Source: an optimization exercise on an open RTL-to-GDS flow (aim: small area). Production flows keep margins and buffers that such runs may drop. Function was checked by simulation only, so behaviour that the tests miss may differ from the original. Power figures rest on the tool's default switching activity, not on a simulated workload.

==> flow/design.v, too long to show whole: its modules and the start of the top module <==
// module URATE: 943 lines
// module FA: 4 lines
// module HA: 4 lines
module URATE (
    input clk,
    input rst,
    input signed [15:0] in,
    output signed [15:0] out
);
  // ...
==> flow/run.sh <==
#!/bin/bash
# synth_recipe.tcl (not shown) runs the flow's synth.tcl, then flattens the netlist and writes it again
# the make line also repeats each setting of config.mk as NAME=value (left out here)
make -C /OpenROAD-flow-scripts/flow DESIGN_CONFIG=/design/flow/config.mk WORK_HOME=/design/flow/orfs CLKGATE_MAP_FILE= SYNTH_SCRIPT=/design/flow/synth_recipe.tcl finish
==> flow/config.mk <==
export PLATFORM = sky130hd
export DESIGN_NAME = URATE
export DESIGN_NICKNAME = URATE
export VERILOG_FILES = /design/flow/design.v
export SDC_FILE = /design/flow/constraint.sdc
export NUM_CORES = 4
export LEC_CHECK = 0
export CAP_MARGIN = 20
export CORE_MARGIN = 2
export CORE_UTILIZATION = 40
export SLEW_MARGIN = 20
export SYNTH_HIERARCHICAL = 1
export SYNTH_MINIMUM_KEEP_SIZE = 0
==> flow/constraint.sdc <==
create_clock -name core_clock -period 14.0 [get_ports {clk}]
set_input_delay 2.8000 -clock core_clock [delete_from_list [all_inputs] [get_ports {clk}]]
set_output_delay 2.8000 -clock core_clock [all_outputs]
set_load 0.01 [all_outputs]
==> results.cfg, run 1 <==
[placement]
place.detailed.hpwl_um = 22500
post_dp_cell_area_sq_um = 14900
dpl_worst_slack_ps = 1410

[yosys]
netlist_area_sq_um = 14300
postSynth.asyncResetShare_pct = 67.8
synthSimpleGateAreaFrac_pct = 3.74
synth_edf_count = 64
synth_cell_types = 65
synth_top_family_by_area = adder cells
synthDominantAreaCellType = fa_1

[layout]
antenna_cells = 0
fin_nets = 1259
regMostFlops = r0
fin_area_sq_um = 15500
area_growth_pct = 8.43
clk_share_pct = 3.67
multi_input_area_sq_um = 8500

[critical_path]
crit_type = reg -> reg
rrSetupSlack_ps = 1680
crit_path_frequent_cell = fa_1
r2r_end = r0[30]
crit_slowest_cell = fa_1
path_buf_inv = 0

[power_and_ir_drop]
power_density_nw_per_um2 = 205
power_mw = 3.18
seq_power_mw = 1.15

[global_route]
grt_usage_pct = 18.3
grt_pass1_vias = 8427
grt_pass1_wl_um = 50300

[die]
die_h_um = 193
num_tap_cells = 461

[timing]
finalHoldViolations = 0
finalCriticalPeriod_ps = 12320
tns_ps = 0

[routing]
vias = 7821

[status]
outcome = finished clean
==> run 2, diff against run 1 <==
--- a/flow/config.mk
+++ b/flow/config.mk
@@ -8,6 +8,9 @@
 export CAP_MARGIN = 20
 export CORE_MARGIN = 2
 export CORE_UTILIZATION = 40
+export CTS_BUF_LIST = sky130_fd_sc_hd__clkbuf_4 sky130_fd_sc_hd__clkbuf_8
+export CTS_CLUSTER_DIAMETER = 200
+export CTS_CLUSTER_SIZE = 50
 export SLEW_MARGIN = 20
 export SYNTH_HIERARCHICAL = 1
 export SYNTH_MINIMUM_KEEP_SIZE = 0
==> results.cfg, run 2 <==
[global_route]
grt_max_degree = 83
use_met2_pct = 27.5
met1_usage_pct = 26.8
grt_usage_pct = 18.3
grt-ovfl-total = 0
grt_pass1_wl_um = 50100
grt_pass1_vias = 8346
antenna_found_initial = 0
busiest_layer = met2
grt_use_met3_pct = 3.69

[placement]
port_buffers = 33
post_dp_cell_area_sq_um = 14900
place.gp.congestion = 0.875
dpl.cell_count = 1424
place.detailed.hpwl_um = 22500
dpl_worst_slack_ps = 1410

[critical_path]
cp_max_fo = 2
crit_type = reg -> reg
start_kind = flip-flop
rr_worst_depth = 32
reg2reg_from = r1[0]
crit_slowest_cell = fa_1
worstPathRequired_ps = 14390
crit_path_frequent_cell = fa_1
end_kind = flip-flop
rrSetupSlack_ps = 1700
r2r_end = r0[30]
slowest_delay_ps = 410
arrival_ps = 12690

[yosys]
yosysMostFrequentCell = fa_1
synth_ff_type = dfrtp_1
synth-seq-area-share_pct = 37.1
netlist_area_sq_um = 14300
avgSynthCellArea_sq_um = 14.6
synth_seq_cells = 199
synth_common_cells = fa_1, dfrtp_1, xor2_1
syn_inst = 975
synth_top_area_share_pct = 33.7
synth_cell_types = 65
synthTopCellsByArea = fa_1, dfrtp_1, edfxtp_1
synth_edf_count = 64
postSynth.asyncResetShare_pct = 67.8
ys_warn_count = 7
synthDominantAreaCellType = fa_1

[layout]
layout_commonest_cell = fa_1
area_growth_pct = 7.14
largest_reg_flops = 31
final_cells = 1456
fin_area_sq_um = 15300
reg.largest.list = r0 (31), r1 (29), r2 (26)
multi_input_area_sq_um = 8500
fin_nets = 1259
utilization_pct = 43.3
regArea_sq_um = 5300
regMostFlops = r0
layout-drive-gt1-share_pct = 9.85
final_cell_mix = fa_1, dfrtp_1, xor2_1, a22oi_1, edfxtp_1
nFillCells = 3128
antenna_cells = 0

[power_and_ir_drop]
power_density_nw_per_um2 = 200
power_mw = 3.05
power.leakage_nw = 5.89
max-vdd-ir-drop_mv = 0.124

[die]
fp.dieW_um = 193
core-area_sq_um = 35300
dieArea_sq_um = 37200
die_h_um = 193
ioPinCount = 34
initial_core_util_pct = 40.4
rows = 69

[routing]
drt_iter0_markers = 732
wirelength_um = 31000
vias = 7835
via_per_inst = 5.38
wl_per_cell_um = 21.3
remaining_drc_errors = 0
ant_nets = 0
firstDrtPassIters = 5

[clock_tree]
clock_path_buffers = 2
path_clk_slew_ps = 100
clk_latency_ps = 510
cts_tree = yes
cts_root_buf = clkbuf_8
htreeDepth = 4
post_cts_buffers = 0
cts_resized = 0
clock_sinks = 199
cts_hold_buf = 0
cts_buffers = 17

[timing]
timing.hold.ws_ps = 490
post-route-period-util_pct = 87.9
tightestPinTransition_ps = 1010
finalWorstSetupSlack_ps = 1700
finalHoldViolations = 0
slew_viol_final = 0
timing.fmax_ghz = 0.0813
tns_ps = 0
skew_ps = 18.3
rsz0062_at_grt = no
finalCriticalPeriod_ps = 12300
report.final.setup_viol = 0
max-slew-margin-rel_pct = 32.3

[min_path]
min-delay-start = r0[0]
hold_path_end = r0[0]
holdPathStages = 1
min_path_type = reg -> reg

[status]
outcome = finished clean

[run]
max-cap-violations = 0
run 2: cell counts after synthesis:
No cell type changed its count.
run 2: power breakdown:
group          leakage [nW]  total [mW]  internal (mW)  switching, mW
sequential             2.21        1.15          0.898          0.247
clock                 0.197       0.364          0.136          0.228
combinational          3.49        1.54          0.796          0.748
total                  5.89        3.05           1.83           1.22
run 2: cell type report:
type                       count  share of cell area (%)
clock buffer                  19                    1.63
clock inverter                13                   0.884
inverter                       6                   0.196
multi-input combinational    703                    55.6
sequential                   199                    34.7
tap                          461                    3.77
timing repair buffer          55                    3.27
run 2: worst max-delay path by stage:
| stage | endpoint | depth (start not counted) | start |
|---|---|---|---|
| floorplan | r0[30] | 32 | r1[0] |
| global placement | r4[20] | 27 | in[0] |
| detailed placement | r4[20] | 27 | in[0] |
| CTS | r0[30] | 32 | r1[0] |
| global route | r0[30] | 32 | r1[0] |
| finish | r0[30] | 32 | r1[0] |
run 2: logic make-up (layout without fill, tap and decap cells):
family                   after synthesis  in the layout  share of synthesized area, %
AO/OA/AOI/OAI                        198            198                          10.4
flip-flops                           199            199                          37.1
AND/OR/NAND/NOR                       90             90                          3.74
other                                  1              2                        0.0263
XOR/XNOR                             134            134                          8.28
adder cells (fa/ha/maj)              259            259                          35.3
multiplexers                          20             20                          1.44
buffers and inverters                 74             93                          3.69
run 2: layer usage:
metal	share of wire [%]	routed length [um]	vias to the layer above
met5	0	0	-
met4	1.8	560	0
met3	5.6	1740	35
met2	47	14600	240
met1	45	14100	4199
li1	-	-	3361
run 2: critical path: cells and delay by family, from the launching register on:
family	cells	cell delay, ps
xor gates and xnor gates	2	260
DFF	1	400
adders and majority gates	30	11540
run 2: Yosys stat by module (local to each module, per instance):
module | flops+latches | cells inside | area [sq um]
URATE | 199 | 727 | 9370
HA | 0 | 1 | 12.5
FA | 0 | 1 | 20.0
==> run 3, diff against run 2 <==
--- a/flow/config.mk
+++ b/flow/config.mk
@@ -9,8 +9,7 @@
 export CORE_MARGIN = 2
 export CORE_UTILIZATION = 40
 export CTS_BUF_LIST = sky130_fd_sc_hd__clkbuf_4 sky130_fd_sc_hd__clkbuf_8
-export CTS_CLUSTER_DIAMETER = 200
-export CTS_CLUSTER_SIZE = 50
+export CTS_CLUSTER_SIZE = 30
 export SLEW_MARGIN = 20
 export SYNTH_HIERARCHICAL = 1
 export SYNTH_MINIMUM_KEEP_SIZE = 0
==> results.cfg, run 3 <==
[layout]
layout_commonest_cell = fa_1
layout-drive-gt1-share_pct = 9.85
nFillCells = 3128
regMostFlops = r0
fin_nets = 1259
antenna_cells = 0
fin_area_sq_um = 15300
utilization_pct = 43.3
multi_input_area_sq_um = 8500
area_growth_pct = 7.14
reg.largest.list = r0 (31), r1 (29), r2 (26)
regArea_sq_um = 5300
largest_reg_flops = 31
final_cells = 1456
final_cell_mix = fa_1, dfrtp_1, xor2_1, a22oi_1, edfxtp_1

[timing]
tightestPinTransition_ps = 1010
finalCriticalPeriod_ps = 12300
finalWorstSetupSlack_ps = 1700
finalHoldViolations = 0
tns_ps = 0
post-route-period-util_pct = 87.9
rsz0062_at_grt = no
timing.hold.ws_ps = 490
timing.fmax_ghz = 0.0813
report.final.setup_viol = 0
slew_viol_final = 0
max-slew-margin-rel_pct = 32.3
skew_ps = 18.3

[global_route]
grt_usage_pct = 18.3
antenna_found_initial = 0
grt_max_degree = 83
grt-ovfl-total = 0
grt_pass1_vias = 8346
grt_pass1_wl_um = 50100

[clock_tree]
cts_hold_buf = 0
clock_sinks = 199
clk_latency_ps = 510
cts_root_buf = clkbuf_8
cts_buffers = 17
clock_path_buffers = 2
cts_tree = yes
htreeDepth = 4
post_cts_buffers = 0
path_clk_slew_ps = 100
cts_resized = 0

[power_and_ir_drop]
power.leakage_nw = 5.89
power_density_nw_per_um2 = 200
power_mw = 3.05
max-vdd-ir-drop_mv = 0.124

[yosys]
netlist_area_sq_um = 14300
synthDominantAreaCellType = fa_1
synth_ff_type = dfrtp_1
synth_common_cells = fa_1, dfrtp_1, xor2_1
syn_inst = 975
yosysMostFrequentCell = fa_1
synth_seq_cells = 199
synthTopCellsByArea = fa_1, dfrtp_1, edfxtp_1
synth_edf_count = 64
avgSynthCellArea_sq_um = 14.6
synth_top_area_share_pct = 33.7
postSynth.asyncResetShare_pct = 67.8
synth-seq-area-share_pct = 37.1
ys_warn_count = 7
synth_cell_types = 65

[critical_path]
crit_type = reg -> reg
start_kind = flip-flop
rrSetupSlack_ps = 1700
slowest_delay_ps = 410
crit_slowest_cell = fa_1
worstPathRequired_ps = 14390
reg2reg_from = r1[0]
end_kind = flip-flop
rr_worst_depth = 32
cp_max_fo = 2
arrival_ps = 12690
crit_path_frequent_cell = fa_1
r2r_end = r0[30]

[routing]
remaining_drc_errors = 0
ant_nets = 0
vias = 7835
wl_per_cell_um = 21.3
firstDrtPassIters = 5
via_per_inst = 5.38
drt_iter0_markers = 732
wirelength_um = 31000

[die]
fp.dieW_um = 193
ioPinCount = 34
initial_core_util_pct = 40.4
core-area_sq_um = 35300
die_h_um = 193
dieArea_sq_um = 37200
rows = 69

[placement]
dpl_worst_slack_ps = 1410
place.gp.congestion = 0.875
place.detailed.hpwl_um = 22500
post_dp_cell_area_sq_um = 14900
port_buffers = 33
dpl.cell_count = 1424

[min_path]
min_path_type = reg -> reg
holdPathStages = 1
min-delay-start = r0[0]
hold_path_end = r0[0]

[run]
max-cap-violations = 0

[status]
outcome = finished clean
-- run 3: cell counts in the layout (fill, tap and decap cells not counted) --
No cell type changed its count.
-- run 3: modules after synthesis (local to each module, per instance) --
module,flip-flops and latches,cell area [sq um]
URATE,199,9370
HA,0,12.5
FA,0,20.0
-- run 3: logic make-up after synthesis --
logic type,synth area share [%]
muxes,1.44
xor gates and xnor gates,8.28
and+or+nand+nor,3.74
adders and majority gates,35.3
DFF,37.1
AOI/OAI and AO/OA,10.4
other,0.0263
buffers and inverters,3.69
-- run 3: report_power, final --
| group | leakage (nW) | switching [mW] | internal, mW | total, mW |
|---|---|---|---|---|
| combinational | 3.49 | 0.748 | 0.796 | 1.54 |
| sequential | 2.21 | 0.247 | 0.898 | 1.15 |
| clock | 0.197 | 0.228 | 0.136 | 0.364 |
| total | 5.89 | 1.22 | 1.83 | 3.05 |
-- run 3: critical path: cells and delay by family (launching register included) --
family	cells	cell delay (ps)
adder cells (fa/ha/maj)	30	11540
flip-flops	1	400
XOR/XNOR	2	260
-- run 3: worst max-delay path by stage --
stage	startpoint	slack, ps	to	depth (start not counted)
global route	r1[0]	1240	r0[30]	32
global placement	in[0]	1440	r4[20]	27
detailed placement	in[0]	1410	r4[20]	27
floorplan	r1[0]	2070	r0[30]	32
finish	r1[0]	1700	r0[30]	32
CTS	r1[0]	1530	r0[30]	32
-- run 3: final cells by class --
class,instances,share of cell area [%]
multi-input cells,703,55.6
flip-flops and latches,199,34.7
well taps,461,3.77
repair buffers,55,3.27
clock buffers,19,1.63
clock inverters,13,0.884
inverters,6,0.196
-- run 3: routing by layer --
metal,up-vias,GRT usage [%],wire length [um]
met5,-,0,0
met4,0,5.46,560
met3,35,3.69,1740
met2,240,27.5,14600
met1,4199,26.8,14100
li1,3361,-,-
==> run 4, diff against run 3 <==
==> flow/flow/run.sh (new file) <==
#!/bin/bash
# Own flow: the standard layout (standard.sh, unchanged synthesis), with two changes:
# port buffers use the smallest buffer cell, and clock tree synthesis inserts no dummy loads.
set -euo pipefail
bash standard.sh \
  'BUFFER_PORTS_ARGS=-buffer_cell sky130_fd_sc_hd__buf_1' \
  'CTS_ARGS=-sink_clustering_enable -repair_clock_nets -dont_use_dummy_load -buf_list {sky130_fd_sc_hd__clkbuf_4 sky130_fd_sc_hd__clkbuf_8}' \
  finish > standard_flow.log 2>&1
==> flow/standard.sh (new file) <==
#!/bin/bash
# synth_recipe.tcl (not shown) runs the flow's synth.tcl, then flattens the netlist and writes it again
# the make line also repeats each setting of config.mk as NAME=value (left out here)
make -C /OpenROAD-flow-scripts/flow DESIGN_CONFIG=/design/flow/config.mk WORK_HOME=/design/flow/orfs CLKGATE_MAP_FILE= SYNTH_SCRIPT=/design/flow/synth_recipe.tcl "${@:-finish}"
removed: flow/run.sh
==> results.cfg, run 4 <==
[status]
outcome = finished clean

[min_path]
min_path_type = reg -> reg

[clock_tree]
cts_buffers = 17
cts_tree = yes
cts_hold_buf = 0
cts_root_buf = clkbuf_8
htreeDepth = 4
clock_sinks = 199
clock_path_buffers = 2
clk_latency_ps = 500
cts_resized = 0
post_cts_buffers = 0
path_clk_slew_ps = 80

[die]
ioPinCount = 34
initial_core_util_pct = 40.4
core-area_sq_um = 35300
fp.dieW_um = 193
rows = 69
die_h_um = 193
dieArea_sq_um = 37200

[power_and_ir_drop]
power_mw = 2.94
max-vdd-ir-drop_mv = 0.108
swShare_pct = 39.9
power_density_nw_per_um2 = 197
clkPwrFrac_pct = 10.0
p_comb_share_pct = 51.0
netSwitchingPower_mw = 1.17
power.leakage_nw = 5.72
seqPwrFrac_pct = 39.0
power.internal_mw = 1.76

[timing]
timing.fmax_ghz = 0.0816
tightestPinTransition_ps = 1060
slew_viol_final = 0
tns_ps = 0
finalHoldViolations = 0
skew_ps = 42.3
post-route-period-util_pct = 87.5
max-slew-margin-rel_pct = 29.5
finalCriticalPeriod_ps = 12250
report.final.setup_viol = 0
finalWorstSetupSlack_ps = 1750
rsz0062_at_grt = no

[critical_path]
crit_type = reg -> reg
start_kind = flip-flop
r2r_end = r0[30]
crit_path_frequent_cell = fa_1
arrival_ps = 12600
crit_slowest_cell = fa_1
worstPathRequired_ps = 14350
rr_worst_depth = 32
end_kind = flip-flop
crit_start = r1[0]
slowest_delay_ps = 400
rrSetupSlack_ps = 1750
reg2reg_from = r1[0]
crit_end = r0[30]
cp_max_fo = 2

[yosys]
synth-seq-area-share_pct = 37.1
synth_cell_types = 65
netlist_area_sq_um = 14300
synth_ff_type = dfrtp_1
syn_inst = 975
synth_edf_count = 64
synthTopCellsByArea = fa_1, dfrtp_1, edfxtp_1
postSynth.asyncResetShare_pct = 67.8
synthDominantAreaCellType = fa_1
ys_warn_count = 7
synth_seq_cells = 199
synth_common_cells = fa_1, dfrtp_1, xor2_1
synth_top_area_share_pct = 33.7
avgSynthCellArea_sq_um = 14.6
yosysMostFrequentCell = fa_1

[routing]
firstDrtPassIters = 5
wirelength_um = 31000
wl_per_cell_um = 21.5
vias = 7790
drt_iter0_markers = 685
via_per_inst = 5.41
remaining_drc_errors = 0
ant_nets = 0

[layout]
nFillCells = 3200
final_cells = 1440
utilization_pct = 42.2
regMostFlops = r0
area_growth_pct = 4.51
final_cell_mix = fa_1, dfrtp_1, xor2_1, a22oi_1, edfxtp_1
largest_reg_flops = 31
antenna_cells = 0
layout_commonest_cell = fa_1
fin_nets = 1258
reg.largest.list = r0 (31), r1 (29), r2 (26)
layout-drive-gt1-share_pct = 8.38

[placement]
place.detailed.hpwl_um = 22700
dpl.cell_count = 1423
place.gp.congestion = 0.871
dpl_worst_slack_ps = 1680
port_buffers = 33

[run]
max-cap-violations = 0

[global_route]
grt-ovfl-total = 0
grt_pass1_wl_um = 50000
grt_max_degree = 82
antenna_found_initial = 0
grt_pass1_vias = 8353
grt_usage_pct = 18.3
==> run 4: cell counts after synthesis <==
Identical to the previous run, type by type.
==> run 4: through the flow <==
| step | hold slack, ps | instance area (sq um) |
|---|---|---|
| final | 485 | 14900 |
| after global placement | 464 | 14700 |
| after CTS | 491 | 14900 |
| after global routing | 510 | 14900 |
| after floorplan | 456 | 14300 |
| after detailed placement | 471 | 14700 |
==> run 4: modules after synthesis, one instance, submodules excluded <==
module / cells / area [sq um]
FA: 1 / 20.0
HA: 1 / 12.5
URATE: 727 / 9370
==> run 4: how the worst min path moves through the flow <==
stage	from	cells past startpoint	slack, ps	to
2_1_floorplan	r0[0]	1	460	r0[0]
6_report	r0[0]	1	480	r0[0]
4_1_cts	r0[0]	1	490	r0[0]
5_1_grt	r0[0]	1	510	r0[0]
3_5_place_dp	r0[0]	1	470	r0[0]
3_3_place_gp	r0[0]	1	460	r0[0]
==> run 4: power groups by stage <==
stage / clock network [mW] / logic [mW] / registers (mW)
floorplan: 0 / 1.21 / 1.10
global placement: 0 / 1.45 / 1.16
detailed placement: 0 / 1.56 / 1.17
CTS: 0.307 / 1.56 / 1.16
global route: 0.326 / 1.81 / 1.20
finish: 0.293 / 1.50 / 1.14
==> run 4: final cells by class <==
type                            count  area, sq um  share of cell area [%]
Multi-Input combinational cell    703         8490                    56.9
Sequential cell                   199         5300                    35.5
Clock buffer                       17          234                    1.57
Timing Repair Buffer               54          285                    1.91
Inverter                            6         30.0                   0.201
Tap cell                          461          577                    3.87
==> run 4: logic make-up after synthesis <==
family	after synthesis	share of synthesized area, %
adders and majority gates	259	35.3
DFF	199	37.1
AOI/OAI and AO/OA	198	10.4
xor gates and xnor gates	134	8.28
and+or+nand+nor	90	3.74
buffers and inverters	74	3.69
muxes	20	1.44
other	1	0.0263
==> run 4: routing by layer <==
metal | up-vias | share of wire [%] | global-route usage, %
met5 | - | 0 | 0
met4 | 0 | 2.2 | 6.25
met3 | 37 | 6.4 | 3.04
met2 | 292 | 47 | 27.7
met1 | 4125 | 45 | 26.8
li1 | 3336 | - | -
==> run 4: worst max-delay path: cells and delay by family (launching register included) <==
| kind | cells | cell delay, ps |
|---|---|---|
| fa+ha+maj | 30 | 11440 |
| flops | 1 | 390 |
| xor+xnor | 2 | 260 |

[re-timing with driven ports]
Ports are ideal in the flow. The routed layouts listed here were re-timed in OpenROAD.
Step 1 assumes that a clkbuf_16 drives the clock port and a buf_2 every other input.
Step 2 adds t to the input delays and takes it off the output delays; t is the mean of the earliest and latest rising clock arrival at the registers after step 1. Input paths then give back, and output paths get back, about the clock's delay inside the block.
a / b / c = ideal / step 1 / step 2; a / b = the first two.
run | t (ns) | setup WS [ns] | hold WS [ns] | worst slew at a driven data input, ns
run 1 | 0.499 | 1.682 / 1.682 / 1.431 | 0.483 / 0.483 / 0.483 | 0.07
run 2 | 0.546 | 1.696 / 1.696 / 1.437 | 0.490 / 0.490 / 0.490 | 0.06
run 3 | 0.546 | 1.696 / 1.696 / 1.437 | 0.490 / 0.490 / 0.490 | 0.06
run 4 | 0.528 | 1.751 / 1.751 / 1.751 | 0.485 / 0.485 / 0.485 | 0.08
After both steps every run listed still meets setup and hold.
